This is an optimization exercise on Yosys and OpenROAD, whose aim is small area and a short achievable clock period, not a production implementation. No run shown here included a check of the RTL's function; only the layout flow was run.

==> flow/design.v (outline; a module is shown in full before it is edited, if it fits) <==
// module addmuladd_3_stage_signed_18_bit_xor_reduction: 1275 lines
module addmuladd_3_stage_signed_18_bit_xor_reduction(
	input signed [17:0] a,
	input signed [17:0] b,
	input signed [17:0] c,
	input signed [17:0] d,
	output [17:0] out,
	input clk);
  // ...
==> flow/flow/run.sh <==
#!/bin/bash
# The standard layout (standard.sh), with these changes:
#  - after the standard synthesis, inverters around full-adder cells are removed by
#    flipping the polarity of full adders (invopt.py); registers are not touched;
#  - ports are buffered with buf_1 cells (the resizer upsizes them where timing needs it);
#  - timing repair aims at a larger setup margin than the design's clock needs, so
#    the layout is optimised for the period it achieves.
set -euo pipefail
MARGIN=6.5
R=$PWD/orfs/results/sky130hd/addmuladd_3_stage_signed_18_bit_xor_reduction/base
bash standard.sh $R/1_2_yosys.v > synth.log 2>&1
cp $R/1_2_yosys.v $R/1_2_yosys_std.v
python3 flow/invopt.py $R/1_2_yosys_std.v $R/1_2_yosys.v > invopt.log 2>&1
bash standard.sh SETUP_SLACK_MARGIN=$MARGIN "BUFFER_PORTS_ARGS=-buffer_cell sky130_fd_sc_hd__buf_1" finish > layout.log 2>&1
==> flow/flow/invopt.py <==
#!/usr/bin/env python3
"""Remove inverters around full adders in a flat Yosys netlist.

A full adder is self-dual: FA(~a, ~b, ~c) = (~sum, ~cout). Flipping a full adder
(feeding it the complements of its inputs and taking the complements of its outputs)
leaves the function of the netlist unchanged. Greedily flip the sky130 fa cells
where this lowers the number of inverter cells. Registers are left untouched.
usage: invopt.py IN.v OUT.v
"""
import re, sys

src = open(sys.argv[1]).read()
m_first = re.search(r'^\s*sky130_fd_sc_hd__\w+\s', src, re.M)
m_end = src.rfind('endmodule')
head = src[:m_first.start()]
cell_txt = src[m_first.start():m_end]
assert 'assign' not in cell_txt, 'assign statements are not handled'

cell_re = re.compile(r'(sky130_fd_sc_hd__\w+)\s+(\\\S+\s|\S+)\s*\((.*?)\);', re.S)
pin_re = re.compile(r'\.(\w+)\(\s*(\\\S+\s|[^()\s]+)\s*\)')
OUTPINS = {'X', 'Y', 'Q', 'Q_N', 'SUM', 'COUT', 'HI', 'LO'}

cells = {}   # name -> [type, {pin: net}]
order = []
for m in cell_re.finditer(cell_txt):
    typ, name, body = m.group(1), m.group(2).strip(), m.group(3)
    pins = {p: n.strip() for p, n in pin_re.findall(body)}
    cells[name] = [typ, pins]
    order.append(name)

# ports and other fixed loads
ports_out = set()
for m in re.finditer(r'^\s*output\s+(\[(\d+):(\d+)\]\s*)?(\S+);', head, re.M):
    if m.group(1):
        hi, lo = int(m.group(2)), int(m.group(3))
        for i in range(min(hi, lo), max(hi, lo) + 1): ports_out.add(f"{m.group(4)}[{i}]")
    else:
        ports_out.add(m.group(4))

def is_inv(t): return re.match(r'sky130_fd_sc_hd__(clk)?inv_\d+$', t) is not None
def is_fa(t): return re.match(r'sky130_fd_sc_hd__fa_\d+$', t) is not None

driver = {}
loads = {}
def rebuild():
    driver.clear(); loads.clear()
    for name, (typ, pins) in cells.items():
        for p, n in pins.items():
            if p in OUTPINS: driver[n] = (name, p)
            else: loads.setdefault(n, []).append((name, p))
rebuild()

def nloads(n):
    return len(loads.get(n, [])) + (1 if n in ports_out else 0)

newid = [0]
new_wires = []
def fresh():
    newid[0] += 1
    n = f"_invopt_{newid[0]}_"
    new_wires.append(n)
    return n

def connect(cell, pin, net):
    old = cells[cell][1][pin]
    if old == net: return
    loads[old].remove((cell, pin))
    cells[cell][1][pin] = net
    loads.setdefault(net, []).append((cell, pin))

def inverted_of(net):
    """Net carrying ~net, and the number of inverters this adds (0 or 1)."""
    d = driver.get(net)
    if d and is_inv(cells[d[0]][0]):
        return cells[d[0]][1]['A'], 0
    for (c, p) in loads.get(net, []):
        if is_inv(cells[c][0]):
            return cells[c][1]['Y'], 0
    return None, 1

def add_inv(a, y):
    newid[0] += 1
    name = f"_invopt_cell_{newid[0]}_"
    cells[name] = ['sky130_fd_sc_hd__inv_1', {'A': a, 'Y': y}]
    order.append(name)
    driver[y] = (name, 'Y')
    loads.setdefault(a, []).append((name, 'A'))

def remove_dead_invs():
    removed = 0
    changed = True
    while changed:
        changed = False
        for name in list(cells):
            typ, pins = cells[name]
            if is_inv(typ) and nloads(pins['Y']) == 0:
                loads[pins['A']].remove((name, 'A'))
                del driver[pins['Y']]
                del cells[name]
                removed += 1
                changed = True
    return removed

def count_invs():
    return sum(1 for t, _ in cells.values() if is_inv(t))

def flip_cost(f):
    """Estimated change in inverter count if full adder f is flipped."""
    typ, pins = cells[f]
    delta = 0
    seen = {}
    for p in ('A', 'B', 'CIN'):
        n = pins[p]
        if n in seen: continue
        seen[n] = 1
        d = driver.get(n)
        if d and is_inv(cells[d[0]][0]):
            users = sum(1 for q in ('A', 'B', 'CIN') if pins[q] == n)
            if nloads(n) == users: delta -= 1
        else:
            _, c = inverted_of(n)
            delta += c
    for p in ('SUM', 'COUT'):
        n = pins[p]
        ls = loads.get(n, [])
        inv_loads = [c for c, q in ls if is_inv(cells[c][0]) and cells[c][1]['Y'] not in ports_out]
        others = len(ls) - len(inv_loads) + (1 if n in ports_out else 0)
        delta -= len(inv_loads)
        if others: delta += 1
    return delta

def flip(f):
    typ, pins = cells[f]
    for p in ('A', 'B', 'CIN'):
        n = pins[p]
        m, c = inverted_of(n)
        if m is None:
            m = fresh()
            add_inv(n, m)
        connect(f, p, m)
    for p in ('SUM', 'COUT'):
        n = pins[p]
        ls = list(loads.get(n, []))
        inv_loads = [c for c, q in ls if is_inv(cells[c][0]) and cells[c][1]['Y'] not in ports_out]
        others = [(c, q) for c, q in ls if c not in inv_loads]
        newn = fresh()
        del driver[n]
        pins[p] = newn
        driver[newn] = (f, p)
        # inverters on the old output now just pass the new output through
        for ic in inv_loads:
            y = cells[ic][1]['Y']
            for (c, q) in list(loads.get(y, [])):
                connect(c, q, newn)
            if y in ports_out:
                # keep the inverter's output net (port); drive it from newn via a buffer-free path:
                # leave the inverter, it now must invert the new net twice -> keep original structure
                pass
        if others or n in ports_out:
            add_inv(newn, n)
        else:
            loads.pop(n, None)
        for ic in inv_loads:
            y = cells[ic][1]['Y']
            if y in ports_out:
                continue
            # the inverter reads the old net n; drop it
            if ic in cells:
                a = cells[ic][1]['A']
                if (ic, 'A') in loads.get(a, []): loads[a].remove((ic, 'A'))
                del driver[y]
                del cells[ic]
    remove_dead_invs()

XOR_TOGGLE = {}
for k in ('xor2', 'xor3'):
    for sz in ('1', '2', '4'):
        XOR_TOGGLE[f'sky130_fd_sc_hd__{k}_{sz}'] = f'sky130_fd_sc_hd__x{"n" + k[1:]}_{sz}'
        XOR_TOGGLE[f'sky130_fd_sc_hd__x{"n" + k[1:]}_{sz}'] = f'sky130_fd_sc_hd__{k}_{sz}'

def outpin(t):
    return 'Y' if re.match(r'sky130_fd_sc_hd__xnor2_', t) else 'X'

def toggle(x):
    typ, pins = cells[x]
    o = outpin(typ)
    net = pins.pop(o)
    cells[x][0] = XOR_TOGGLE[typ]
    o2 = outpin(cells[x][0])
    pins[o2] = net
    driver[net] = (x, o2)

def absorb_xor():
    """Fold inverters into xor/xnor gates that drive them or that they drive."""
    n = 0
    for name in list(cells):
        if name not in cells: continue
        typ, pins = cells[name]
        if not is_inv(typ): continue
        a, y = pins['A'], pins['Y']
        if y in ports_out: continue
        d = driver.get(a)
        # xor gate driving only this inverter: toggle it and drop the inverter
        if d and cells[d[0]][0] in XOR_TOGGLE and nloads(a) == 1:
            x = d[0]
            loads[a].remove((name, 'A'))
            del driver[y]
            del cells[name]
            cells[x][1][d[1]] = y
            del driver[a]
            driver[y] = (x, d[1])
            toggle(x)
            n += 1
            continue
        # xor gates read the inverter's output: read its input and toggle
        for (c, p) in list(loads.get(y, [])):
            if cells[c][0] in XOR_TOGGLE:
                toggle(c)
                connect(c, p, a)
                n += 1
    remove_dead_invs()
    return n

before = count_invs()
remove_dead_invs()
fas = [n for n in order if n in cells and is_fa(cells[n][0])]
for it in range(10):
    improved = 0
    for f in fas:
        if flip_cost(f) < 0:
            b = count_invs()
            flip(f)
            a = count_invs()
            improved += b - a
    b = count_invs()
    absorb_xor()
    improved += b - count_invs()
    if improved <= 0: break
after = count_invs()
sys.stderr.write(f"invopt: inverters {before} -> {after}\n")

def fmt(n): return n + ' ' if n.startswith('\\') else n
out = [head.rstrip('\n') + '\n']
for w in new_wires:
    out.append(f"  wire {w};\n")
for name in order:
    if name not in cells: continue
    typ, pins = cells[name]
    pl = ",\n".join(f"    .{p}({fmt(n)})" for p, n in pins.items())
    out.append(f"  {typ} {fmt(name)} (\n{pl}\n  );\n")
out.append("endmodule\n")
open(sys.argv[2], 'w').write(''.join(out))
==> flow/standard.sh <==
#!/bin/bash
# synth_recipe.tcl (not shown) runs the flow's synth.tcl, then flattens the netlist and writes it again
# the make line also repeats each setting of config.mk as NAME=value (left out here)
make -C /OpenROAD-flow-scripts/flow DESIGN_CONFIG=/design/flow/config.mk WORK_HOME=/design/flow/orfs CLKGATE_MAP_FILE= SYNTH_SCRIPT=/design/flow/synth_recipe.tcl "${@:-finish}"
==> flow/config.mk <==
export PLATFORM = sky130hd
export DESIGN_NAME = addmuladd_3_stage_signed_18_bit_xor_reduction
export DESIGN_NICKNAME = addmuladd_3_stage_signed_18_bit_xor_reduction
export VERILOG_FILES = /design/flow/design.v
export SDC_FILE = /design/flow/constraint.sdc
export NUM_CORES = 4
export LEC_CHECK = 0
export ABC_AREA = 1
export CAP_MARGIN = 20
export CORE_MARGIN = 2
export CORE_UTILIZATION = 40
export CTS_BUF_LIST = sky130_fd_sc_hd__clkbuf_4 sky130_fd_sc_hd__clkbuf_8
export SLEW_MARGIN = 20
==> flow/constraint.sdc <==
create_clock -name core_clock -period 10.0 [get_ports {clk}]
set_input_delay 2.0000 -clock core_clock [delete_from_list [all_inputs] [get_ports {clk}]]
set_output_delay 2.0000 -clock core_clock [all_outputs]
set_load 0.01 [all_outputs]
==> results.sh, run 1 <==
export IMPL_run_status="finished clean"
export IMPL_layout_buffer_nonclock_area_share=0.0231
export IMPL_route_met2_wl_mm=16.9
export IMPL_worstSkewPairLatency_ns=0.47
export IMPL_worst_hold_path_endpoint="q_r[1]"
export IMPL_floorplan_io_pins=91
export IMPL_grtUsageMet2=0.331
export IMPL_cts_htree_levels=4
export IMPL_fin_setup_tns_ns=0
export IMPL_antenna_found_initial=0
export IMPL_crit_path_end="q_r[65]"
export IMPL_worst_slew_pin_slew_ns=1.05
export IMPL_cts_tree="done"
export IMPL_number_of_hold_slack_violations_in_the_final_timing_report=0
export IMPL_n_all_buffers=84
export IMPL_worstPathCellList="clkinv_1, xor2_1, fa_1, inv_1, fa_1, fa_1"
export IMPL_worst_path_most_repeated_cell="fa_1"
export IMPL_num_rows=69
export IMPL_global_route_usage_met3=0.0300
export IMPL_layout_commonest_cell="nand2_1"
export IMPL_post_route_drc_count=0
export IMPL_largest_registers="q_r (101), bn_r (18), c_r (18)"
export IMPL_grtUsageTotal=0.205
export IMPL_finished_layout_cells=2187
export IMPL_largest_reg_flops=101
export IMPL_dominant_cell_class="multi-input gates"
export IMPL_globalRouteMet1Util=0.284
export IMPL_fraction_of_standard_cell_area_in_multi_input_logic=0.634
export IMPL_setup_worst_path_start="neg_r[5]"
export IMPL_top_register="q_r"
export IMPL_setup_worst_path_class="flop to flop"
export IMPL_final_seq_area_um2=3410
export IMPL_floorplan_die_area_um2=37100
export IMPL_clk_root_buf="clkbuf_8"
export IMPL_clock_buffers=19
export IMPL_crit_buf_inv=2
export IMPL_global_route_wire_length_before_repair_mm=58.8
export IMPL_routed_wl_met3_mm=2.30
export IMPL_fmax_mhz=299
==> run 2, diff against run 1 <==
--- a/flow/design.v
+++ b/flow/design.v
@@ -602,17 +602,17 @@
 	wire fs353;
 	wire fc354;
 	wire hs355;
 	wire hc356;
 	wire fs357;
 	wire fc358;
 	wire hs359;
 	wire hc360;
-	reg [100:0] q_r;
+	reg [93:0] q_r;
 	wire q0 = q_r[0];
 	wire q1 = q_r[1];
 	wire q2 = q_r[2];
 	wire q3 = q_r[3];
 	wire q4 = q_r[4];
 	wire q5 = q_r[5];
 	wire q6 = q_r[6];
 	wire q7 = q_r[7];
@@ -697,23 +697,16 @@
 	wire q86 = q_r[86];
 	wire q87 = q_r[87];
 	wire q88 = q_r[88];
 	wire q89 = q_r[89];
 	wire q90 = q_r[90];
 	wire q91 = q_r[91];
 	wire q92 = q_r[92];
 	wire q93 = q_r[93];
-	wire q94 = q_r[94];
-	wire q95 = q_r[95];
-	wire q96 = q_r[96];
-	wire q97 = q_r[97];
-	wire q98 = q_r[98];
-	wire q99 = q_r[99];
-	wire q100 = q_r[100];
 	assign pp0_0 = ((~(onen_r[0] | bn_r[0])) ^ neg_r[0]);
 	assign pp0_1 = ((~((onen_r[0] | bn_r[1]) & (twon_r[0] | bn_r[0]))) ^ neg_r[0]);
 	assign pp0_2 = ((~((onen_r[0] | bn_r[2]) & (twon_r[0] | bn_r[1]))) ^ neg_r[0]);
 	assign pp0_3 = ((~((onen_r[0] | bn_r[3]) & (twon_r[0] | bn_r[2]))) ^ neg_r[0]);
 	assign pp0_4 = ((~((onen_r[0] | bn_r[4]) & (twon_r[0] | bn_r[3]))) ^ neg_r[0]);
 	assign pp0_5 = ((~((onen_r[0] | bn_r[5]) & (twon_r[0] | bn_r[4]))) ^ neg_r[0]);
 	assign pp0_6 = ((~((onen_r[0] | bn_r[6]) & (twon_r[0] | bn_r[5]))) ^ neg_r[0]);
 	assign pp0_7 = ((~((onen_r[0] | bn_r[7]) & (twon_r[0] | bn_r[6]))) ^ neg_r[0]);
@@ -931,320 +924,320 @@
 	assign hs31 = fc22 ^ hc24;
 	assign hc32 = fc22 & hc24;
 	assign fs33 = c_r[7] ^ pp0_7 ^ pp1_5;
 	assign fc34 = (c_r[7] & pp0_7) | (c_r[7] & pp1_5) | (pp0_7 & pp1_5);
 	assign fs35 = pp2_3 ^ pp3_1 ^ fc26;
 	assign fc36 = (pp2_3 & pp3_1) | (pp2_3 & fc26) | (pp3_1 & fc26);
 	assign fs37 = fc28 ^ fs33 ^ fc30;
 	assign fc38 = (fc28 & fs33) | (fc28 & fc30) | (fs33 & fc30);
-	assign hs39 = q14 ^ q15;
-	assign hc40 = q14 & q15;
+	assign hs39 = fs35 ^ hc32;
+	assign hc40 = fs35 & hc32;
 	assign fs41 = c_r[8] ^ neg_r[4] ^ pp0_8;
 	assign fc42 = (c_r[8] & neg_r[4]) | (c_r[8] & pp0_8) | (neg_r[4] & pp0_8);
 	assign fs43 = pp1_6 ^ pp2_4 ^ pp3_2;
 	assign fc44 = (pp1_6 & pp2_4) | (pp1_6 & pp3_2) | (pp2_4 & pp3_2);
 	assign fs45 = pp4_0 ^ fc34 ^ fs41;
 	assign fc46 = (pp4_0 & fc34) | (pp4_0 & fs41) | (fc34 & fs41);
-	assign fs47 = q17 ^ q18 ^ q19;
-	assign fc48 = (q17 & q18) | (q17 & q19) | (q18 & q19);
-	assign hs49 = q20 ^ hc40;
-	assign hc50 = q20 & hc40;
+	assign fs47 = fs43 ^ fc36 ^ fs45;
+	assign fc48 = (fs43 & fc36) | (fs43 & fs45) | (fc36 & fs45);
+	assign hs49 = q16 ^ q17;
+	assign hc50 = q16 & q17;
 	assign fs51 = c_r[9] ^ pp0_9 ^ pp1_7;
 	assign fc52 = (c_r[9] & pp0_9) | (c_r[9] & pp1_7) | (pp0_9 & pp1_7);
 	assign fs53 = pp2_5 ^ pp3_3 ^ pp4_1;
 	assign fc54 = (pp2_5 & pp3_3) | (pp2_5 & pp4_1) | (pp3_3 & pp4_1);
 	assign fs55 = fc42 ^ fc44 ^ fs51;
 	assign fc56 = (fc42 & fc44) | (fc42 & fs51) | (fc44 & fs51);
-	assign fs57 = q21 ^ q22 ^ q23;
-	assign fc58 = (q21 & q22) | (q21 & q23) | (q22 & q23);
-	assign hs59 = hc50 ^ fc48;
-	assign hc60 = hc50 & fc48;
+	assign fs57 = fs53 ^ fc46 ^ fs55;
+	assign fc58 = (fs53 & fc46) | (fs53 & fs55) | (fc46 & fs55);
+	assign hs59 = q19 ^ q20;
+	assign hc60 = q19 & q20;
 	assign fs61 = c_r[10] ^ neg_r[5] ^ pp0_10;
 	assign fc62 = (c_r[10] & neg_r[5]) | (c_r[10] & pp0_10) | (neg_r[5] & pp0_10);
 	assign fs63 = pp1_8 ^ pp2_6 ^ pp3_4;
 	assign fc64 = (pp1_8 & pp2_6) | (pp1_8 & pp3_4) | (pp2_6 & pp3_4);
 	assign fs65 = pp4_2 ^ pp5_0 ^ fc52;
 	assign fc66 = (pp4_2 & pp5_0) | (pp4_2 & fc52) | (pp5_0 & fc52);
 	assign fs67 = fc54 ^ fs61 ^ fs63;
 	assign fc68 = (fc54 & fs61) | (fc54 & fs63) | (fs61 & fs63);
-	assign fs69 = q24 ^ q25 ^ q26;
-	assign fc70 = (q24 & q25) | (q24 & q26) | (q25 & q26);
-	assign hs71 = fc58 ^ fs69;
-	assign hc72 = fc58 & fs69;
+	assign fs69 = fc56 ^ fs65 ^ fs67;
+	assign fc70 = (fc56 & fs65) | (fc56 & fs67) | (fs65 & fs67);
+	assign hs71 = q21 ^ q22;
+	assign hc72 = q21 & q22;
 	assign fs73 = c_r[11] ^ pp0_11 ^ pp1_9;
 	assign fc74 = (c_r[11] & pp0_11) | (c_r[11] & pp1_9) | (pp0_11 & pp1_9);
 	assign fs75 = pp2_7 ^ pp3_5 ^ pp4_3;
 	assign fc76 = (pp2_7 & pp3_5) | (pp2_7 & pp4_3) | (pp3_5 & pp4_3);
 	assign fs77 = pp5_1 ^ fc62 ^ fc64;
 	assign fc78 = (pp5_1 & fc62) | (pp5_1 & fc64) | (fc62 & fc64);
 	assign fs79 = fs73 ^ fs75 ^ fc66;
 	assign fc80 = (fs73 & fs75) | (fs73 & fc66) | (fs75 & fc66);
-	assign fs81 = q27 ^ q28 ^ q29;
-	assign fc82 = (q27 & q28) | (q27 & q29) | (q28 & q29);
-	assign hs83 = fc70 ^ fs81;
-	assign hc84 = fc70 & fs81;
+	assign fs81 = q23 ^ q24 ^ q25;
+	assign fc82 = (q23 & q24) | (q23 & q25) | (q24 & q25);
+	assign hs83 = q26 ^ hc72;
+	assign hc84 = q26 & hc72;
 	assign fs85 = c_r[12] ^ neg_r[6] ^ pp0_12;
 	assign fc86 = (c_r[12] & neg_r[6]) | (c_r[12] & pp0_12) | (neg_r[6] & pp0_12);
 	assign fs87 = pp1_10 ^ pp2_8 ^ pp3_6;
 	assign fc88 = (pp1_10 & pp2_8) | (pp1_10 & pp3_6) | (pp2_8 & pp3_6);
 	assign fs89 = pp4_4 ^ pp5_2 ^ pp6_0;
 	assign fc90 = (pp4_4 & pp5_2) | (pp4_4 & pp6_0) | (pp5_2 & pp6_0);
 	assign fs91 = fc74 ^ fc76 ^ fs85;
 	assign fc92 = (fc74 & fc76) | (fc74 & fs85) | (fc76 & fs85);
 	assign fs93 = fs87 ^ fs89 ^ fc78;
 	assign fc94 = (fs87 & fs89) | (fs87 & fc78) | (fs89 & fc78);
-	assign fs95 = q30 ^ q31 ^ q32;
-	assign fc96 = (q30 & q31) | (q30 & q32) | (q31 & q32);
-	assign hs97 = fc82 ^ fs95;
-	assign hc98 = fc82 & fs95;
+	assign fs95 = q27 ^ q28 ^ q29;
+	assign fc96 = (q27 & q28) | (q27 & q29) | (q28 & q29);
+	assign hs97 = hc84 ^ fc82;
+	assign hc98 = hc84 & fc82;
 	assign fs99 = c_r[13] ^ pp0_13 ^ pp1_11;
 	assign fc100 = (c_r[13] & pp0_13) | (c_r[13] & pp1_11) | (pp0_13 & pp1_11);
 	assign fs101 = pp2_9 ^ pp3_7 ^ pp4_5;
 	assign fc102 = (pp2_9 & pp3_7) | (pp2_9 & pp4_5) | (pp3_7 & pp4_5);
 	assign fs103 = pp5_3 ^ pp6_1 ^ fc86;
 	assign fc104 = (pp5_3 & pp6_1) | (pp5_3 & fc86) | (pp6_1 & fc86);
 	assign fs105 = fc88 ^ fc90 ^ fs99;
 	assign fc106 = (fc88 & fc90) | (fc88 & fs99) | (fc90 & fs99);
 	assign fs107 = fs101 ^ fc92 ^ fs103;
 	assign fc108 = (fs101 & fc92) | (fs101 & fs103) | (fc92 & fs103);
-	assign fs109 = q33 ^ q34 ^ q35;
-	assign fc110 = (q33 & q34) | (q33 & q35) | (q34 & q35);
+	assign fs109 = q30 ^ q31 ^ q32;
+	assign fc110 = (q30 & q31) | (q30 & q32) | (q31 & q32);
 	assign hs111 = fc96 ^ fs109;
 	assign hc112 = fc96 & fs109;
 	assign fs113 = c_r[14] ^ neg_r[7] ^ pp0_14;
 	assign fc114 = (c_r[14] & neg_r[7]) | (c_r[14] & pp0_14) | (neg_r[7] & pp0_14);
 	assign fs115 = pp1_12 ^ pp2_10 ^ pp3_8;
 	assign fc116 = (pp1_12 & pp2_10) | (pp1_12 & pp3_8) | (pp2_10 & pp3_8);
 	assign fs117 = pp4_6 ^ pp5_4 ^ pp6_2;
 	assign fc118 = (pp4_6 & pp5_4) | (pp4_6 & pp6_2) | (pp5_4 & pp6_2);
 	assign fs119 = pp7_0 ^ fc100 ^ fc102;
 	assign fc120 = (pp7_0 & fc100) | (pp7_0 & fc102) | (fc100 & fc102);
 	assign fs121 = fs113 ^ fs115 ^ fs117;
 	assign fc122 = (fs113 & fs115) | (fs113 & fs117) | (fs115 & fs117);
 	assign fs123 = fc104 ^ fc106 ^ fs119;
 	assign fc124 = (fc104 & fc106) | (fc104 & fs119) | (fc106 & fs119);
-	assign fs125 = q36 ^ q37 ^ q38;
-	assign fc126 = (q36 & q37) | (q36 & q38) | (q37 & q38);
+	assign fs125 = q33 ^ q34 ^ q35;
+	assign fc126 = (q33 & q34) | (q33 & q35) | (q34 & q35);
 	assign hs127 = fc110 ^ fs125;
 	assign hc128 = fc110 & fs125;
 	assign fs129 = c_r[15] ^ pp0_15 ^ pp1_13;
 	assign fc130 = (c_r[15] & pp0_15) | (c_r[15] & pp1_13) | (pp0_15 & pp1_13);
 	assign fs131 = pp2_11 ^ pp3_9 ^ pp4_7;
 	assign fc132 = (pp2_11 & pp3_9) | (pp2_11 & pp4_7) | (pp3_9 & pp4_7);
 	assign fs133 = pp5_5 ^ pp6_3 ^ pp7_1;
 	assign fc134 = (pp5_5 & pp6_3) | (pp5_5 & pp7_1) | (pp6_3 & pp7_1);
 	assign fs135 = fc114 ^ fc116 ^ fc118;
 	assign fc136 = (fc114 & fc116) | (fc114 & fc118) | (fc116 & fc118);
 	assign fs137 = fs129 ^ fs131 ^ fs133;
 	assign fc138 = (fs129 & fs131) | (fs129 & fs133) | (fs131 & fs133);
 	assign fs139 = fc120 ^ fc122 ^ fs135;
 	assign fc140 = (fc120 & fc122) | (fc120 & fs135) | (fc122 & fs135);
-	assign fs141 = q39 ^ q40 ^ q41;
-	assign fc142 = (q39 & q40) | (q39 & q41) | (q40 & q41);
+	assign fs141 = q36 ^ q37 ^ q38;
+	assign fc142 = (q36 & q37) | (q36 & q38) | (q37 & q38);
 	assign hs143 = fc126 ^ fs141;
 	assign hc144 = fc126 & fs141;
 	assign fs145 = c_r[16] ^ neg_r[8] ^ pp0_16;
 	assign fc146 = (c_r[16] & neg_r[8]) | (c_r[16] & pp0_16) | (neg_r[8] & pp0_16);
 	assign fs147 = pp1_14 ^ pp2_12 ^ pp3_10;
 	assign fc148 = (pp1_14 & pp2_12) | (pp1_14 & pp3_10) | (pp2_12 & pp3_10);
 	assign fs149 = pp4_8 ^ pp5_6 ^ pp6_4;
 	assign fc150 = (pp4_8 & pp5_6) | (pp4_8 & pp6_4) | (pp5_6 & pp6_4);
 	assign fs151 = pp7_2 ^ pp8_0 ^ fc130;
 	assign fc152 = (pp7_2 & pp8_0) | (pp7_2 & fc130) | (pp8_0 & fc130);
 	assign fs153 = fc132 ^ fc134 ^ fs145;
 	assign fc154 = (fc132 & fc134) | (fc132 & fs145) | (fc134 & fs145);
 	assign fs155 = fs147 ^ fs149 ^ fc136;
 	assign fc156 = (fs147 & fs149) | (fs147 & fc136) | (fs149 & fc136);
-	assign fs157 = q42 ^ q43 ^ q44;
-	assign fc158 = (q42 & q43) | (q42 & q44) | (q43 & q44);
-	assign fs159 = q45 ^ q46 ^ fc142;
-	assign fc160 = (q45 & q46) | (q45 & fc142) | (q46 & fc142);
-	assign hs161 = fs157 ^ hc144;
-	assign hc162 = fs157 & hc144;
+	assign fs157 = fc138 ^ fs151 ^ fs153;
+	assign fc158 = (fc138 & fs151) | (fc138 & fs153) | (fs151 & fs153);
+	assign fs159 = q39 ^ q40 ^ q41;
+	assign fc160 = (q39 & q40) | (q39 & q41) | (q40 & q41);
+	assign hs161 = fc142 ^ fs159;
+	assign hc162 = fc142 & fs159;
 	assign fs163 = ~(~c_r[17] ^ pp0_17);
 	assign fc164 = ~c_r[17] | pp0_17;
 	assign fs165 = pp1_15 ^ pp2_13 ^ pp3_11;
 	assign fc166 = (pp1_15 & pp2_13) | (pp1_15 & pp3_11) | (pp2_13 & pp3_11);
 	assign fs167 = pp4_9 ^ pp5_7 ^ pp6_5;
 	assign fc168 = (pp4_9 & pp5_7) | (pp4_9 & pp6_5) | (pp5_7 & pp6_5);
 	assign fs169 = pp7_3 ^ pp8_1 ^ fs163;
 	assign fc170 = (pp7_3 & pp8_1) | (pp7_3 & fs163) | (pp8_1 & fs163);
 	assign fs171 = fc146 ^ fc148 ^ fc150;
 	assign fc172 = (fc146 & fc148) | (fc146 & fc150) | (fc148 & fc150);
 	assign fs173 = fs165 ^ fs167 ^ fs169;
 	assign fc174 = (fs165 & fs167) | (fs165 & fs169) | (fs167 & fs169);
 	assign fs175 = fc152 ^ fc154 ^ fs171;
 	assign fc176 = (fc152 & fc154) | (fc152 & fs171) | (fc154 & fs171);
-	assign fs177 = q47 ^ q48 ^ q49;
-	assign fc178 = (q47 & q48) | (q47 & q49) | (q48 & q49);
-	assign fs179 = fc158 ^ fs177 ^ fc160;
-	assign fc180 = (fc158 & fs177) | (fc158 & fc160) | (fs177 & fc160);
+	assign fs177 = q42 ^ q43 ^ q44;
+	assign fc178 = (q42 & q43) | (q42 & q44) | (q43 & q44);
+	assign fs179 = q45 ^ fc160 ^ fs177;
+	assign fc180 = (q45 & fc160) | (q45 & fs177) | (fc160 & fs177);
 	assign fs181 = neg_r[9] ^ pp0_18 ^ pp1_16;
 	assign fc182 = (neg_r[9] & pp0_18) | (neg_r[9] & pp1_16) | (pp0_18 & pp1_16);
 	assign fs183 = pp2_14 ^ pp3_12 ^ pp4_10;
 	assign fc184 = (pp2_14 & pp3_12) | (pp2_14 & pp4_10) | (pp3_12 & pp4_10);
 	assign fs185 = pp5_8 ^ pp6_6 ^ pp7_4;
 	assign fc186 = (pp5_8 & pp6_6) | (pp5_8 & pp7_4) | (pp6_6 & pp7_4);
 	assign fs187 = pp8_2 ^ pp9_0 ^ fc164;
 	assign fc188 = (pp8_2 & pp9_0) | (pp8_2 & fc164) | (pp9_0 & fc164);
 	assign fs189 = fc166 ^ fc168 ^ fs181;
 	assign fc190 = (fc166 & fc168) | (fc166 & fs181) | (fc168 & fs181);
 	assign fs191 = fs183 ^ fs185 ^ fc170;
 	assign fc192 = (fs183 & fs185) | (fs183 & fc170) | (fs185 & fc170);
-	assign fs193 = q50 ^ q51 ^ q52;
-	assign fc194 = (q50 & q51) | (q50 & q52) | (q51 & q52);
-	assign fs195 = q53 ^ q54 ^ q55;
-	assign fc196 = (q53 & q54) | (q53 & q55) | (q54 & q55);
-	assign fs197 = fc178 ^ fs193 ^ fs195;
-	assign fc198 = (fc178 & fs193) | (fc178 & fs195) | (fs193 & fs195);
+	assign fs193 = fs187 ^ fc172 ^ fs189;
+	assign fc194 = (fs187 & fc172) | (fs187 & fs189) | (fc172 & fs189);
+	assign fs195 = q46 ^ q47 ^ q48;
+	assign fc196 = (q46 & q47) | (q46 & q48) | (q47 & q48);
+	assign fs197 = q49 ^ fc178 ^ fs195;
+	assign fc198 = (q49 & fc178) | (q49 & fs195) | (fc178 & fs195);
 	assign fs199 = ~(pp1_17 ^ pp2_15);
 	assign fc200 = pp1_17 | pp2_15;
 	assign fs201 = pp3_13 ^ pp4_11 ^ pp5_9;
 	assign fc202 = (pp3_13 & pp4_11) | (pp3_13 & pp5_9) | (pp4_11 & pp5_9);
 	assign fs203 = pp6_7 ^ pp7_5 ^ pp8_3;
 	assign fc204 = (pp6_7 & pp7_5) | (pp6_7 & pp8_3) | (pp7_5 & pp8_3);
 	assign fs205 = pp9_1 ^ fs199 ^ fc182;
 	assign fc206 = (pp9_1 & fs199) | (pp9_1 & fc182) | (fs199 & fc182);
 	assign fs207 = fc184 ^ fc186 ^ fs201;
 	assign fc208 = (fc184 & fc186) | (fc184 & fs201) | (fc186 & fs201);
 	assign fs209 = fs203 ^ fc188 ^ fc190;
 	assign fc210 = (fs203 & fc188) | (fs203 & fc190) | (fc188 & fc190);
-	assign fs211 = q56 ^ q57 ^ q58;
-	assign fc212 = (q56 & q57) | (q56 & q58) | (q57 & q58);
-	assign fs213 = q59 ^ fc194 ^ fc196;
-	assign fc214 = (q59 & fc194) | (q59 & fc196) | (fc194 & fc196);
-	assign hs215 = fs211 ^ fc198;
-	assign hc216 = fs211 & fc198;
+	assign fs211 = fs205 ^ fs207 ^ fc192;
+	assign fc212 = (fs205 & fs207) | (fs205 & fc192) | (fs207 & fc192);
+	assign fs213 = q50 ^ q51 ^ q52;
+	assign fc214 = (q50 & q51) | (q50 & q52) | (q51 & q52);
+	assign hs215 = fc196 ^ fs213;
+	assign hc216 = fc196 & fs213;
 	assign fs217 = pp1_18 ^ pp2_16 ^ pp3_14;
 	assign fc218 = (pp1_18 & pp2_16) | (pp1_18 & pp3_14) | (pp2_16 & pp3_14);
 	assign fs219 = pp4_12 ^ pp5_10 ^ pp6_8;
 	assign fc220 = (pp4_12 & pp5_10) | (pp4_12 & pp6_8) | (pp5_10 & pp6_8);
 	assign fs221 = pp7_6 ^ pp8_4 ^ pp9_2;
 	assign fc222 = (pp7_6 & pp8_4) | (pp7_6 & pp9_2) | (pp8_4 & pp9_2);
 	assign fs223 = fc200 ^ fc202 ^ fc204;
 	assign fc224 = (fc200 & fc202) | (fc200 & fc204) | (fc202 & fc204);
 	assign fs225 = fs217 ^ fs219 ^ fs221;
 	assign fc226 = (fs217 & fs219) | (fs217 & fs221) | (fs219 & fs221);
 	assign fs227 = fc206 ^ fc208 ^ fs223;
 	assign fc228 = (fc206 & fc208) | (fc206 & fs223) | (fc208 & fs223);
-	assign fs229 = q60 ^ q61 ^ q62;
-	assign fc230 = (q60 & q61) | (q60 & q62) | (q61 & q62);
-	assign fs231 = fc212 ^ fs229 ^ fc214;
-	assign fc232 = (fc212 & fs229) | (fc212 & fc214) | (fs229 & fc214);
+	assign fs229 = q53 ^ q54 ^ q55;
+	assign fc230 = (q53 & q54) | (q53 & q55) | (q54 & q55);
+	assign fs231 = q56 ^ fc214 ^ fs229;
+	assign fc232 = (q56 & fc214) | (q56 & fs229) | (fc214 & fs229);
 	assign fs233 = ~(pp2_17 ^ pp3_15);
 	assign fc234 = pp2_17 | pp3_15;
 	assign fs235 = pp4_13 ^ pp5_11 ^ pp6_9;
 	assign fc236 = (pp4_13 & pp5_11) | (pp4_13 & pp6_9) | (pp5_11 & pp6_9);
 	assign fs237 = pp7_7 ^ pp8_5 ^ pp9_3;
 	assign fc238 = (pp7_7 & pp8_5) | (pp7_7 & pp9_3) | (pp8_5 & pp9_3);
 	assign fs239 = fs233 ^ fc218 ^ fc220;
 	assign fc240 = (fs233 & fc218) | (fs233 & fc220) | (fc218 & fc220);
 	assign fs241 = fc222 ^ fs235 ^ fs237;
 	assign fc242 = (fc222 & fs235) | (fc222 & fs237) | (fs235 & fs237);
 	assign fs243 = fc224 ^ fc226 ^ fs239;
 	assign fc244 = (fc224 & fc226) | (fc224 & fs239) | (fc226 & fs239);
-	assign fs245 = q63 ^ q64 ^ q65;
-	assign fc246 = (q63 & q64) | (q63 & q65) | (q64 & q65);
+	assign fs245 = q57 ^ q58 ^ q59;
+	assign fc246 = (q57 & q58) | (q57 & q59) | (q58 & q59);
 	assign hs247 = fc230 ^ fs245;
 	assign hc248 = fc230 & fs245;
 	assign fs249 = pp2_18 ^ pp3_16 ^ pp4_14;
 	assign fc250 = (pp2_18 & pp3_16) | (pp2_18 & pp4_14) | (pp3_16 & pp4_14);
 	assign fs251 = pp5_12 ^ pp6_10 ^ pp7_8;
 	assign fc252 = (pp5_12 & pp6_10) | (pp5_12 & pp7_8) | (pp6_10 & pp7_8);
 	assign fs253 = pp8_6 ^ pp9_4 ^ fc234;
 	assign fc254 = (pp8_6 & pp9_4) | (pp8_6 & fc234) | (pp9_4 & fc234);
 	assign fs255 = fc236 ^ fc238 ^ fs249;
 	assign fc256 = (fc236 & fc238) | (fc236 & fs249) | (fc238 & fs249);
 	assign fs257 = fs251 ^ fs253 ^ fc240;
 	assign fc258 = (fs251 & fs253) | (fs251 & fc240) | (fs253 & fc240);
-	assign fs259 = q66 ^ q67 ^ q68;
-	assign fc260 = (q66 & q67) | (q66 & q68) | (q67 & q68);
-	assign fs261 = q69 ^ fc246 ^ fs259;
-	assign fc262 = (q69 & fc246) | (q69 & fs259) | (fc246 & fs259);
+	assign fs259 = q60 ^ q61 ^ q62;
+	assign fc260 = (q60 & q61) | (q60 & q62) | (q61 & q62);
+	assign fs261 = q63 ^ fc246 ^ fs259;
+	assign fc262 = (q63 & fc246) | (q63 & fs259) | (fc246 & fs259);
 	assign fs263 = ~(pp3_17 ^ pp4_15);
 	assign fc264 = pp3_17 | pp4_15;
 	assign fs265 = pp5_13 ^ pp6_11 ^ pp7_9;
 	assign fc266 = (pp5_13 & pp6_11) | (pp5_13 & pp7_9) | (pp6_11 & pp7_9);
 	assign fs267 = pp8_7 ^ pp9_5 ^ fs263;
 	assign fc268 = (pp8_7 & pp9_5) | (pp8_7 & fs263) | (pp9_5 & fs263);
 	assign fs269 = fc250 ^ fc252 ^ fs265;
 	assign fc270 = (fc250 & fc252) | (fc250 & fs265) | (fc252 & fs265);
 	assign fs271 = fc254 ^ fs267 ^ fc256;
 	assign fc272 = (fc254 & fs267) | (fc254 & fc256) | (fs267 & fc256);
-	assign fs273 = q70 ^ q71 ^ q72;
-	assign fc274 = (q70 & q71) | (q70 & q72) | (q71 & q72);
+	assign fs273 = q64 ^ q65 ^ q66;
+	assign fc274 = (q64 & q65) | (q64 & q66) | (q65 & q66);
 	assign hs275 = fc260 ^ fs273;
 	assign hc276 = fc260 & fs273;
 	assign fs277 = pp3_18 ^ pp4_16 ^ pp5_14;
 	assign fc278 = (pp3_18 & pp4_16) | (pp3_18 & pp5_14) | (pp4_16 & pp5_14);
 	assign fs279 = pp6_12 ^ pp7_10 ^ pp8_8;
 	assign fc280 = (pp6_12 & pp7_10) | (pp6_12 & pp8_8) | (pp7_10 & pp8_8);
 	assign fs281 = pp9_6 ^ fc264 ^ fc266;
 	assign fc282 = (pp9_6 & fc264) | (pp9_6 & fc266) | (fc264 & fc266);
 	assign fs283 = fs277 ^ fs279 ^ fc268;
 	assign fc284 = (fs277 & fs279) | (fs277 & fc268) | (fs279 & fc268);
-	assign fs285 = q73 ^ q74 ^ q75;
-	assign fc286 = (q73 & q74) | (q73 & q75) | (q74 & q75);
-	assign fs287 = q76 ^ fc274 ^ fs285;
-	assign fc288 = (q76 & fc274) | (q76 & fs285) | (fc274 & fs285);
+	assign fs285 = q67 ^ q68 ^ q69;
+	assign fc286 = (q67 & q68) | (q67 & q69) | (q68 & q69);
+	assign fs287 = q70 ^ fc274 ^ fs285;
+	assign fc288 = (q70 & fc274) | (q70 & fs285) | (fc274 & fs285);
 	assign fs289 = ~(pp4_17 ^ pp5_15);
 	assign fc290 = pp4_17 | pp5_15;
 	assign fs291 = pp6_13 ^ pp7_11 ^ pp8_9;
 	assign fc292 = (pp6_13 & pp7_11) | (pp6_13 & pp8_9) | (pp7_11 & pp8_9);
 	assign fs293 = pp9_7 ^ fs289 ^ fc278;
 	assign fc294 = (pp9_7 & fs289) | (pp9_7 & fc278) | (fs289 & fc278);
 	assign fs295 = fc280 ^ fs291 ^ fc282;
 	assign fc296 = (fc280 & fs291) | (fc280 & fc282) | (fs291 & fc282);
-	assign fs297 = q77 ^ q78 ^ q79;
-	assign fc298 = (q77 & q78) | (q77 & q79) | (q78 & q79);
+	assign fs297 = q71 ^ q72 ^ q73;
+	assign fc298 = (q71 & q72) | (q71 & q73) | (q72 & q73);
 	assign hs299 = fc286 ^ fs297;
 	assign hc300 = fc286 & fs297;
 	assign fs301 = pp4_18 ^ pp5_16 ^ pp6_14;
 	assign fc302 = (pp4_18 & pp5_16) | (pp4_18 & pp6_14) | (pp5_16 & pp6_14);
 	assign fs303 = pp7_12 ^ pp8_10 ^ pp9_8;
 	assign fc304 = (pp7_12 & pp8_10) | (pp7_12 & pp9_8) | (pp8_10 & pp9_8);
 	assign fs305 = fc290 ^ fc292 ^ fs301;
 	assign fc306 = (fc290 & fc292) | (fc290 & fs301) | (fc292 & fs301);
-	assign fs307 = q80 ^ q81 ^ q82;
-	assign fc308 = (q80 & q81) | (q80 & q82) | (q81 & q82);
-	assign fs309 = q83 ^ fc298 ^ fs307;
-	assign fc310 = (q83 & fc298) | (q83 & fs307) | (fc298 & fs307);
+	assign fs307 = fs303 ^ fc294 ^ fs305;
+	assign fc308 = (fs303 & fc294) | (fs303 & fs305) | (fc294 & fs305);
+	assign fs309 = q74 ^ q75 ^ fc298;
+	assign fc310 = (q74 & q75) | (q74 & fc298) | (q75 & fc298);
 	assign fs311 = ~(pp5_17 ^ pp6_15);
 	assign fc312 = pp5_17 | pp6_15;
 	assign fs313 = pp7_13 ^ pp8_11 ^ pp9_9;
 	assign fc314 = (pp7_13 & pp8_11) | (pp7_13 & pp9_9) | (pp8_11 & pp9_9);
 	assign fs315 = fs311 ^ fc302 ^ fc304;
 	assign fc316 = (fs311 & fc302) | (fs311 & fc304) | (fc302 & fc304);
 	assign fs317 = fs313 ^ fc306 ^ fs315;
 	assign fc318 = (fs313 & fc306) | (fs313 & fs315) | (fc306 & fs315);
-	assign hs319 = q84 ^ fc308;
-	assign hc320 = q84 & fc308;
+	assign hs319 = q76 ^ q77;
+	assign hc320 = q76 & q77;
 	assign fs321 = pp5_18 ^ pp6_16 ^ pp7_14;
 	assign fc322 = (pp5_18 & pp6_16) | (pp5_18 & pp7_14) | (pp6_16 & pp7_14);
 	assign fs323 = pp8_12 ^ pp9_10 ^ fc312;
 	assign fc324 = (pp8_12 & pp9_10) | (pp8_12 & fc312) | (pp9_10 & fc312);
 	assign fs325 = fc314 ^ fs321 ^ fs323;
 	assign fc326 = (fc314 & fs321) | (fc314 & fs323) | (fs321 & fs323);
-	assign fs327 = q85 ^ q86 ^ q87;
-	assign fc328 = (q85 & q86) | (q85 & q87) | (q86 & q87);
+	assign fs327 = q78 ^ q79 ^ q80;
+	assign fc328 = (q78 & q79) | (q78 & q80) | (q79 & q80);
 	assign fs329 = ~(pp6_17 ^ pp7_15);
 	assign fc330 = pp6_17 | pp7_15;
 	assign fs331 = pp8_13 ^ pp9_11 ^ fs329;
 	assign fc332 = (pp8_13 & pp9_11) | (pp8_13 & fs329) | (pp9_11 & fs329);
 	assign fs333 = fc322 ^ fc324 ^ fs331;
 	assign fc334 = (fc322 & fc324) | (fc322 & fs331) | (fc324 & fs331);
-	assign hs335 = q88 ^ q89;
-	assign hc336 = q88 & q89;
+	assign hs335 = fc326 ^ fs333;
+	assign hc336 = fc326 & fs333;
 	assign fs337 = pp6_18 ^ pp7_16 ^ pp8_14;
 	assign fc338 = (pp6_18 & pp7_16) | (pp6_18 & pp8_14) | (pp7_16 & pp8_14);
 	assign fs339 = pp9_12 ^ fc330 ^ fs337;
 	assign fc340 = (pp9_12 & fc330) | (pp9_12 & fs337) | (fc330 & fs337);
-	assign fs341 = q90 ^ q91 ^ q92;
-	assign fc342 = (q90 & q91) | (q90 & q92) | (q91 & q92);
+	assign fs341 = q82 ^ q83 ^ q84;
+	assign fc342 = (q82 & q83) | (q82 & q84) | (q83 & q84);
 	assign fs343 = ~(pp7_17 ^ pp8_15);
 	assign fc344 = pp7_17 | pp8_15;
 	assign fs345 = pp9_13 ^ fs343 ^ fc338;
 	assign fc346 = (pp9_13 & fs343) | (pp9_13 & fc338) | (fs343 & fc338);
 	assign hs347 = fc340 ^ fs345;
 	assign hc348 = fc340 & fs345;
 	assign fs349 = pp7_18 ^ pp8_16 ^ pp9_14;
 	assign fc350 = (pp7_18 & pp8_16) | (pp7_18 & pp9_14) | (pp8_16 & pp9_14);
@@ -1254,22 +1247,20 @@
 	assign fc354 = pp8_17 | pp9_15;
 	assign hs355 = fs353 ^ fc350;
 	assign hc356 = fs353 & fc350;
 	assign fs357 = pp8_18 ^ pp9_16 ^ fc354;
 	assign fc358 = (pp8_18 & pp9_16) | (pp8_18 & fc354) | (pp9_16 & fc354);
 	assign hs359 = pp9_17 ^ fc358;
 	assign hc360 = pp9_17 & fc358;
 	always @(posedge clk) begin
-		q_r <= {hs359, fs357, hc356, hs355, fc352, fs351, hc348, hs347, fc334, fs339, fc332, fs333, fc326, fc318, fs325, fc316, fs317, fc296, fs305, fc294, fs303, fs295, fc284, fs293, fc272, fs283, fs281, fc270, fs271, fc258, fs269, fs257, fc244, fs255, fc242, fs243, fc228, fs241, fs227, fc210, fs225, fs209, fc192, fs207, fs205, fc176, fs191, fc174, fs189, fc172, fs187, fs175, fs173, fc156, fs155, fc140, fs153, fs151, fc138, fs139, fc124, fs137, fs123, fc108, fs121, fs107, fc94, fs105, fs93, fc80, fs91, fs79, fs77, fc68, fs67, fs65, fc56, fs55, fc46, fs53, fc38, fs45, fc36, fs43, fs37, hc32, fs35, hs31, fs29, hs23, fs21, hs17, fs15, hs11, fs9, hs7, fs5, hs3, pp0_1, hs1, pp0_0};
+		q_r <= {hs359, fs357, hc356, hs355, fc352, fs351, hc348, hs347, hc336, fc334, fs339, fc332, hs335, fc318, fs325, fc316, fs317, fc308, fs307, fc296, fs295, fc284, fs293, fc272, fs283, fs281, fc270, fs271, fc258, fs269, fs257, fc244, fs255, fc242, fs243, fc228, fs241, fc212, fs227, fc210, fs225, fs211, fs209, fc194, fs193, fc176, fs191, fc174, fs175, fc158, fs173, fc156, fs157, fs155, fc140, fs139, fc124, fs137, fs123, fc108, fs121, fs107, fc94, fs105, fs93, fc80, fs91, fc70, fs79, fs77, fc68, fs69, fc58, fs57, fc48, fs47, hc40, fc38, hs39, fs37, hs31, fs29, hs23, fs21, hs17, fs15, hs11, fs9, hs7, fs5, hs3, pp0_1, hs1, pp0_0};
 	end
-	wire [35:0] x = {1'b1, q98, q96, q94, fc342, hc336, fc328, hc320, fc310, hc300, fc288, hc276, fc262, hc248, fc232, hc216, fs213, fc180, hc162, fs159, hc128, hc112, hc98, hc84, hc72, hc60, fs57, fs47, q16, q12, q10, q8, q6, q4, q2, q0};
-	wire [35:0] y = {q100, q99, q97, q95, q93, fs341, hs335, fs327, hs319, fs309, hs299, fs287, hs275, fs261, hs247, fs231, hs215, fs197, fs179, hs161, hs143, hs127, hs111, hs97, hs83, hs71, hs59, hs49, hs39, q13, q11, q9, q7, q5, q3, q1};
+	wire [35:0] x = {1'b1, q91, q89, q87, fc342, q85, fc328, hc320, fc310, hc300, fc288, hc276, fc262, hc248, fc232, hc216, fc198, fc180, hc162, hc144, hc128, hc112, hc98, fs95, fs81, hc60, hc50, q18, q14, q12, q10, q8, q6, q4, q2, q0};
+	wire [35:0] y = {q93, q92, q90, q88, q86, fs341, q81, fs327, hs319, fs309, hs299, fs287, hs275, fs261, hs247, fs231, hs215, fs197, fs179, hs161, hs143, hs127, hs111, hs97, hs83, hs71, hs59, hs49, q15, q13, q11, q9, q7, q5, q3, q1};
 	wire [35:0] r = x + y;
-	reg [3:0] par_r;
+	reg [1:0] par_r;
 	always @(posedge clk) begin
-		par_r[0] <= ^r[8:0];
-		par_r[1] <= ^r[17:9];
-		par_r[2] <= ^r[26:18];
-		par_r[3] <= ^r[35:27];
+		par_r[0] <= ^r[17:0];
+		par_r[1] <= ^r[35:18];
 	end
 	assign out = {17'd0, ^par_r};
 endmodule
==> flow/flow/run.sh (replaced) <==
#!/bin/bash
# The standard layout (standard.sh), with these changes:
#  - after the standard synthesis, inverters around full-adder cells are removed by
#    flipping the polarity of full adders (invopt.py); registers are not touched;
#  - ports are buffered with buf_1 cells (the resizer upsizes them where timing needs it);
#  - timing repair aims at a larger setup margin than the design's clock needs, so
#    the layout is optimised for the period it achieves.
set -euo pipefail
MARGIN=7.0
R=$PWD/orfs/results/sky130hd/addmuladd_3_stage_signed_18_bit_xor_reduction/base
bash standard.sh $R/1_2_yosys.v > synth.log 2>&1
cp $R/1_2_yosys.v $R/1_2_yosys_std.v
python3 flow/invopt2.py $R/1_2_yosys_std.v $R/1_2_yosys.v > invopt.log 2>&1
bash standard.sh SETUP_SLACK_MARGIN=$MARGIN "BUFFER_PORTS_ARGS=-buffer_cell sky130_fd_sc_hd__buf_1" finish > layout.log 2>&1
==> flow/flow/invopt2.py (new file) <==
#!/usr/bin/env python3
"""Global inverter minimisation around full adders in a flat Yosys netlist.

A full adder is self-dual: FA(~a, ~b, ~c) = (~sum, ~cout), so each sky130 fa cell may be
"flipped" (fed the complements of its inputs, giving the complements of its outputs)
without changing the function of the netlist. xor/xnor gates absorb an inverted input
by swapping xor <-> xnor, and an xor/xnor driver can give either polarity the same way.
This script removes every inverter, chooses the flips by local search to need as few
inverters as possible, and puts back one inverter per net that some load needs inverted.
Flip-flops and ports are not changed.
usage: invopt2.py IN.v OUT.v
"""
import re, sys, random

src = open(sys.argv[1]).read()
m_first = re.search(r'^\s*sky130_fd_sc_hd__\w+\s', src, re.M)
m_end = src.rfind('endmodule')
head = src[:m_first.start()]
cell_txt = src[m_first.start():m_end]
assert 'assign' not in cell_txt, 'assign statements are not handled'

cell_re = re.compile(r'(sky130_fd_sc_hd__\w+)\s+(\\\S+\s|\S+)\s*\((.*?)\);', re.S)
pin_re = re.compile(r'\.(\w+)\(\s*(\\\S+\s|[^()\s]+)\s*\)')
OUTPINS = {'X', 'Y', 'Q', 'Q_N', 'SUM', 'COUT', 'HI', 'LO'}

cells = {}
order = []
for m in cell_re.finditer(cell_txt):
    typ, name, body = m.group(1), m.group(2).strip(), m.group(3)
    cells[name] = [typ, {p: n.strip() for p, n in pin_re.findall(body)}]
    order.append(name)

ports_out = set()
for m in re.finditer(r'^\s*output\s+(\[(\d+):(\d+)\]\s*)?(\S+);', head, re.M):
    if m.group(1):
        hi, lo = int(m.group(2)), int(m.group(3))
        for i in range(min(hi, lo), max(hi, lo) + 1): ports_out.add(f"{m.group(4)}[{i}]")
    else:
        ports_out.add(m.group(4))

def kind(t):
    b = re.sub(r'^sky130_fd_sc_hd__', '', t)
    if re.match(r'(clk)?inv(lp)?_\d+$', b): return 'inv'
    if re.match(r'fa_\d+$', b): return 'fa'
    if re.match(r'x(n)?or[23]_\d+$', b): return 'xor'
    return 'other'

TOGGLE = {}
for k in ('2', '3'):
    for sz in ('1', '2', '4'):
        TOGGLE[f'sky130_fd_sc_hd__xor{k}_{sz}'] = f'sky130_fd_sc_hd__xnor{k}_{sz}'
        TOGGLE[f'sky130_fd_sc_hd__xnor{k}_{sz}'] = f'sky130_fd_sc_hd__xor{k}_{sz}'
def outpin(t): return 'Y' if re.match(r'sky130_fd_sc_hd__xnor2_', t) else 'X'

# inverters that drive ports stay as ordinary cells
invs = {n for n, (t, p) in cells.items() if kind(t) == 'inv' and p['Y'] not in ports_out}
for n, (t, p) in cells.items():
    if kind(t) == 'xor': assert t in TOGGLE, t
driver = {}
for n, (t, p) in cells.items():
    for pin, net in p.items():
        if pin in OUTPINS: driver[net] = (n, pin)

def resolve(net):
    par = 0
    while net in driver and driver[net][0] in invs:
        net = cells[driver[net][0]][1]['A']; par ^= 1
    return net, par

# sinks per root: (cell, pin, parity); ports as (None, net, parity)
sinks = {}
for n, (t, p) in cells.items():
    if n in invs: continue
    for pin, net in p.items():
        if pin in OUTPINS: continue
        r, q = resolve(net)
        sinks.setdefault(r, []).append((n, pin, q))
for net in ports_out:
    r, q = resolve(net)
    if r != net or net not in driver:
        sinks.setdefault(r, []).append((None, net, q))

fas = [n for n in order if kind(cells[n][0]) == 'fa']
pinned = set()
for f in fas:
    for pin in ('SUM', 'COUT'):
        if cells[f][1][pin] in ports_out: pinned.add(f)
phi = {f: 0 for f in fas}

def root_drv(r):
    d = driver.get(r)
    return d[0] if d else None

def root_cost(r):
    d = root_drv(r)
    pd = phi.get(d, 0) if d else 0
    s0 = s1 = False
    for (c, pin, q) in sinks.get(r, []):
        if c is not None and kind(cells[c][0]) == 'xor': continue
        need = q ^ (phi.get(c, 0) if c else 0) ^ pd
        if need: s1 = True
        else: s0 = True
    if d and kind(cells[d][0]) == 'xor' and r not in ports_out:
        return 1 if (s0 and s1) else 0
    return 1 if s1 else 0

roots = set(sinks)
fa_roots = {}
for f in fas:
    rs = set()
    t, p = cells[f]
    for pin, net in p.items():
        rs.add(resolve(net)[0] if pin not in OUTPINS else net)
    fa_roots[f] = [r for r in rs if r in roots]

def total():
    return sum(root_cost(r) for r in roots)

def delta(f):
    rs = fa_roots[f]
    b = sum(root_cost(r) for r in rs)
    phi[f] ^= 1
    a = sum(root_cost(r) for r in rs)
    phi[f] ^= 1
    return a - b

def descend():
    improved = True
    while improved:
        improved = False
        for f in fas:
            if f in pinned: continue
            if delta(f) < 0:
                phi[f] ^= 1; improved = True

before = len(invs)
descend()
best = dict(phi); best_cost = total()
rng = random.Random(1)
for it in range(60):
    phi.update(best)
    for f in rng.sample(fas, max(1, len(fas) // 10)):
        if f not in pinned: phi[f] ^= 1
    descend()
    c = total()
    if c < best_cost:
        best, best_cost = dict(phi), c
phi.update(best)

# rebuild
for n in invs: del cells[n]
new_wires = []
cnt = [0]
for r in sorted(roots):
    d = root_drv(r)
    pd = phi.get(d, 0) if d else 0
    need = []
    for (c, pin, q) in sinks[r]:
        nd = q ^ (phi.get(c, 0) if c else 0) ^ pd
        need.append((c, pin, nd))
    nonx = [x for x in need if x[0] is None or kind(cells[x[0]][0]) != 'xor']
    if d and kind(cells[d][0]) == 'xor' and r not in ports_out and nonx and all(x[2] for x in nonx):
        # give the inverted polarity at the driver
        t = cells[d][0]; o = outpin(t)
        cells[d][0] = TOGGLE[t]; del cells[d][1][o]; cells[d][1][outpin(cells[d][0])] = r
        need = [(c, pin, nd ^ 1) for (c, pin, nd) in need]
    rn = None
    for (c, pin, nd) in need:
        if c is not None and kind(cells[c][0]) == 'xor':
            cells[c][1][pin] = r
            if nd:
                t = cells[c][0]; o = outpin(t); on = cells[c][1].pop(o)
                cells[c][0] = TOGGLE[t]; cells[c][1][outpin(cells[c][0])] = on
            continue
        if c is None:
            # output port: its net must carry the value
            if nd == 0 and pin == r: continue
            cnt[0] += 1
            if nd:
                cells[f"_invopt_cell_{cnt[0]}_"] = ['sky130_fd_sc_hd__inv_1', {'A': r, 'Y': pin}]
            else:
                cells[f"_invopt_cell_{cnt[0]}_"] = ['sky130_fd_sc_hd__buf_1', {'A': r, 'X': pin}]
            order.append(f"_invopt_cell_{cnt[0]}_")
            continue
        if nd:
            if rn is None:
                cnt[0] += 1
                rn = f"_invopt_n{cnt[0]}_"
                new_wires.append(rn)
                cells[f"_invopt_cell_{cnt[0]}_"] = ['sky130_fd_sc_hd__inv_1', {'A': r, 'Y': rn}]
                order.append(f"_invopt_cell_{cnt[0]}_")
            cells[c][1][pin] = rn
        else:
            cells[c][1][pin] = r
after = sum(1 for t, p in cells.values() if kind(t) == 'inv')
sys.stderr.write(f"invopt2: inverters {before} -> {after} (flipped {sum(phi.values())} of {len(fas)} full adders)\n")

def fmt(n): return n + ' ' if n.startswith('\\') else n
out = [head.rstrip('\n') + '\n']
for w in new_wires: out.append(f"  wire {w};\n")
for name in order:
    if name not in cells: continue
    typ, pins = cells[name]
    pl = ",\n".join(f"    .{p}({fmt(n)})" for p, n in pins.items())
    out.append(f"  {typ} {fmt(name)} (\n{pl}\n  );\n")
out.append("endmodule\n")
open(sys.argv[2], 'w').write(''.join(out))
removed: flow/flow/invopt.py
==> results.sh, run 2 <==
export IMPL_largest_registers="q_r (94), bn_r (18), c_r (18)"
export IMPL_ys_warnings_count=1
export IMPL_via_per_inst=5.08
export IMPL_die_w_um=193
export IMPL_maxCapViolCount=0
export IMPL_cts_tree="done"
export IMPL_final_layout_size_suffix_gt1_frac=0.146
export IMPL_firstDrtPassIters=5
export IMPL_reg2reg_depth=22
export IMPL_top_register="q_r"
export IMPL_floorplan_io_pins=91
export IMPL_critical_path_arrival_ns=3.56
export IMPL_synth_cell_area_um2=14400
export IMPL_via_count_of_the_first_global_routing_pass=11800
export IMPL_floorplan_die_area_um2=37400
export IMPL_startpoint_type="flop"
export IMPL_syn_avg_cell_area_um2=8.14
export IMPL_antenna_found_initial=1
export IMPL_clk_root_buf="clkbuf_8"
export IMPL_grt_max_degree=21
export IMPL_cts_buffers_inserted=17
export IMPL_place_worst_setup_slack_ns=6.57
export IMPL_dr_total_vias=11400
export IMPL_wl_per_cell_um=16.4
export IMPL_most_common_layout_cells="nand2_1, inv_1, o22ai_1"
export IMPL_fin_setup_tns_ns=0
export IMPL_num_rows=69
export IMPL_hpwl_mm=27.8
export IMPL_finalWeightedCongestion=0.915
export IMPL_final_min_period_over_clock_period=0.317
export IMPL_timing_final_max_slew_violations=0
export IMPL_required_ns=10.38
export IMPL_cts_reportedPaths_clkPinSlew_ns=0.10
export IMPL_number_of_hold_slack_violations_in_the_final_timing_report=0
export IMPL_hold_start="c_r[0]"
export IMPL_rrSetupSlack_ns=6.83
export IMPL_largest_reg_flops=94
export IMPL_finClkSkew_ns=0.0261
export IMPL_worst_slew_pin_slew_ns=0.902
export IMPL_setup_viol=0
export IMPL_timing_critical_path_slowest_cell_delay_ns=0.54
export IMPL_numClockSinks=161
export IMPL_die_height_um=193
export IMPL_place_port_buffers=73
export IMPL_worst_hold_path_endpoint="q_r[1]"
export IMPL_detail_route_wirelength_mm=37.0
export IMPL_timing_hold_worst_class="flop to flop"
export IMPL_hold_path_depth=1
export IMPL_final_critical_path_setup_slack_ns=6.83
export IMPL_regToRegEndpoint="par_r[1]"
export IMPL_setup_worst_path_class="flop to flop"
export IMPL_timing_critical_path_slowest_stage_cell="fa_1"
export IMPL_grt_overflow_total=0
export IMPL_worstSkewPairLatency_ns=0.48
export IMPL_floorplan_initialDensity=0.405
export IMPL_grtUsageTotal=0.199
export IMPL_critPathMaxFanout=4
export IMPL_setup_worst_path_start="q_r[62]"
export IMPL_worstPathCellList="fa_1, fa_1, ha_4, nand2_4, nor2_4, nand2_4, nor2_4, nand2_2, nand3_2, nand2_1, nand2_2, inv_2, nand2_1, nand3_1, nand2_2, inv_2, nand2_1, nand3_1, nand2_1, nand2_1, nand2_1, inv_1"
export IMPL_antenna_cells=0
export IMPL_floorplan_core_area_um2=35500
export IMPL_post_synth_inst_count=1763
export IMPL_layout_commonest_cell="nand2_1"
export IMPL_total_of_hold_buffers_inserted_after_clock_tree_synthesis=0
export IMPL_finalNetCount=2088
export IMPL_cts_htree_levels=4
export IMPL_grt_setup_unrepaired="yes"
export IMPL_post_route_min_period_ns=3.17
export IMPL_worst_path_most_repeated_cell="nand2_1"
export IMPL_headroom_to_the_max_slew_limit=0.398
export IMPL_post_route_drc_count=0
export IMPL_fmax_mhz=315
export IMPL_endpoint_kind="flop"
export IMPL_global_route_wire_length_before_repair_mm=60.6
export IMPL_synthToLayoutAreaGrowth_pct=11.9
export IMPL_clock_tree_buffer_depth=2
export IMPL_antenna_left=0
export IMPL_drt_initial_drc_count=870
export IMPL_worst_r2r_startpoint="q_r[62]"
export IMPL_run_status="finished clean"
-- run 2: layout make-up --
| type | count | area, um^2 |
|---|---|---|
| tap | 461 | 577 |
| sequential | 161 | 3270 |
| timing repair buffer | 88 | 392 |
| inverter | 223 | 841 |
| clock buffer | 17 | 234 |
| clock inverter | 15 | 190 |
| fill | 3417 | 19400 |
| multi-input combinational | 1289 | 10600 |
-- run 2: per-stage QoR --
| step | hold WS, ns | area [um^2] | std cells | util |
|---|---|---|---|---|
| after global placement | 0.443 | 14900 | 2214 | 0.421 |
| after detailed placement | 0.442 | 14900 | 2214 | 0.421 |
| after global routing | 0.483 | 16100 | 2254 | 0.453 |
| after CTS | 0.473 | 15600 | 2247 | 0.440 |
| after floorplan | 0.420 | 14500 | 1779 | - |
| final | 0.470 | 16100 | 2254 | 0.453 |
-- run 2: how the worst max path moves through the flow --
stage	end	slack, ns	depth (start not counted)
5_1_grt	par_r[1]	6.62	22
4_1_cts	par_r[1]	6.82	22
6_report	par_r[1]	6.83	22
3_5_place_dp	par_r[1]	6.57	22
2_1_floorplan	neg_r[8]	6.91	7
3_3_place_gp	par_r[1]	6.56	22
-- run 2: worst max-delay path, delay by kind of cell (launching register included) --
kind,cells,cell delay (ns)
fa+ha+maj,3,1.35
buf+inv,3,0.12
simple gates,16,1.29
flops,1,0.33
-- run 2: timing repair --
| action | in CTS | in global routing |
|---|---|---|
| setup buffers | 1 | 7 |
| resized for setup | 65 | 129 |
| setup endpoints to repair | 34 | 22 |
| pin swaps | 28 | 75 |
-- run 2: routing by layer --
layer	GRT usage	vias to the layer above	part of all wire
li1	-	5617	-
met1	0.266	5340	0.45
met2	0.324	415	0.46
met3	0.0321	69	0.065
met4	0.0738	0	0.026
met5	0	-	0

==> port drivers added, routing unchanged <==
No port has a modelled driver above. Below, the same layouts with a new extraction and two added sets of constraints.
Step 1 (the two cells are an assumption about what drives the block):
set clk [get_ports {clk}]
set_driving_cell -lib_cell sky130_fd_sc_hd__clkbuf_16 $clk
set_driving_cell -lib_cell sky130_fd_sc_hd__buf_2 [delete_from_list [all_inputs] $clk]
Step 2 also shifts input and output timing later by t, the mid clock arrival at the registers, as if the neighbouring blocks saw the same clock.
Slacks: ideal ports / drivers / drivers and shift; pairs: ideal ports / drivers.
run	shift t [ns]	setup WS [ns]	worst setup path after step 2	clock arrival spread, ns	worst slew at a driven data input, ns
run 1	0.514	6.652 / 6.619 / 6.652	register to register	0.017 / 0.016	0.05
run 2	0.514	6.826 / 6.826 / 6.687	input to register	0.026 / 0.027	0.05
After both steps setup and hold are still met in every run listed. The setup slack of run 2, which loses most, moves by 0.000 ns with the drivers and by -0.139 ns with both steps.
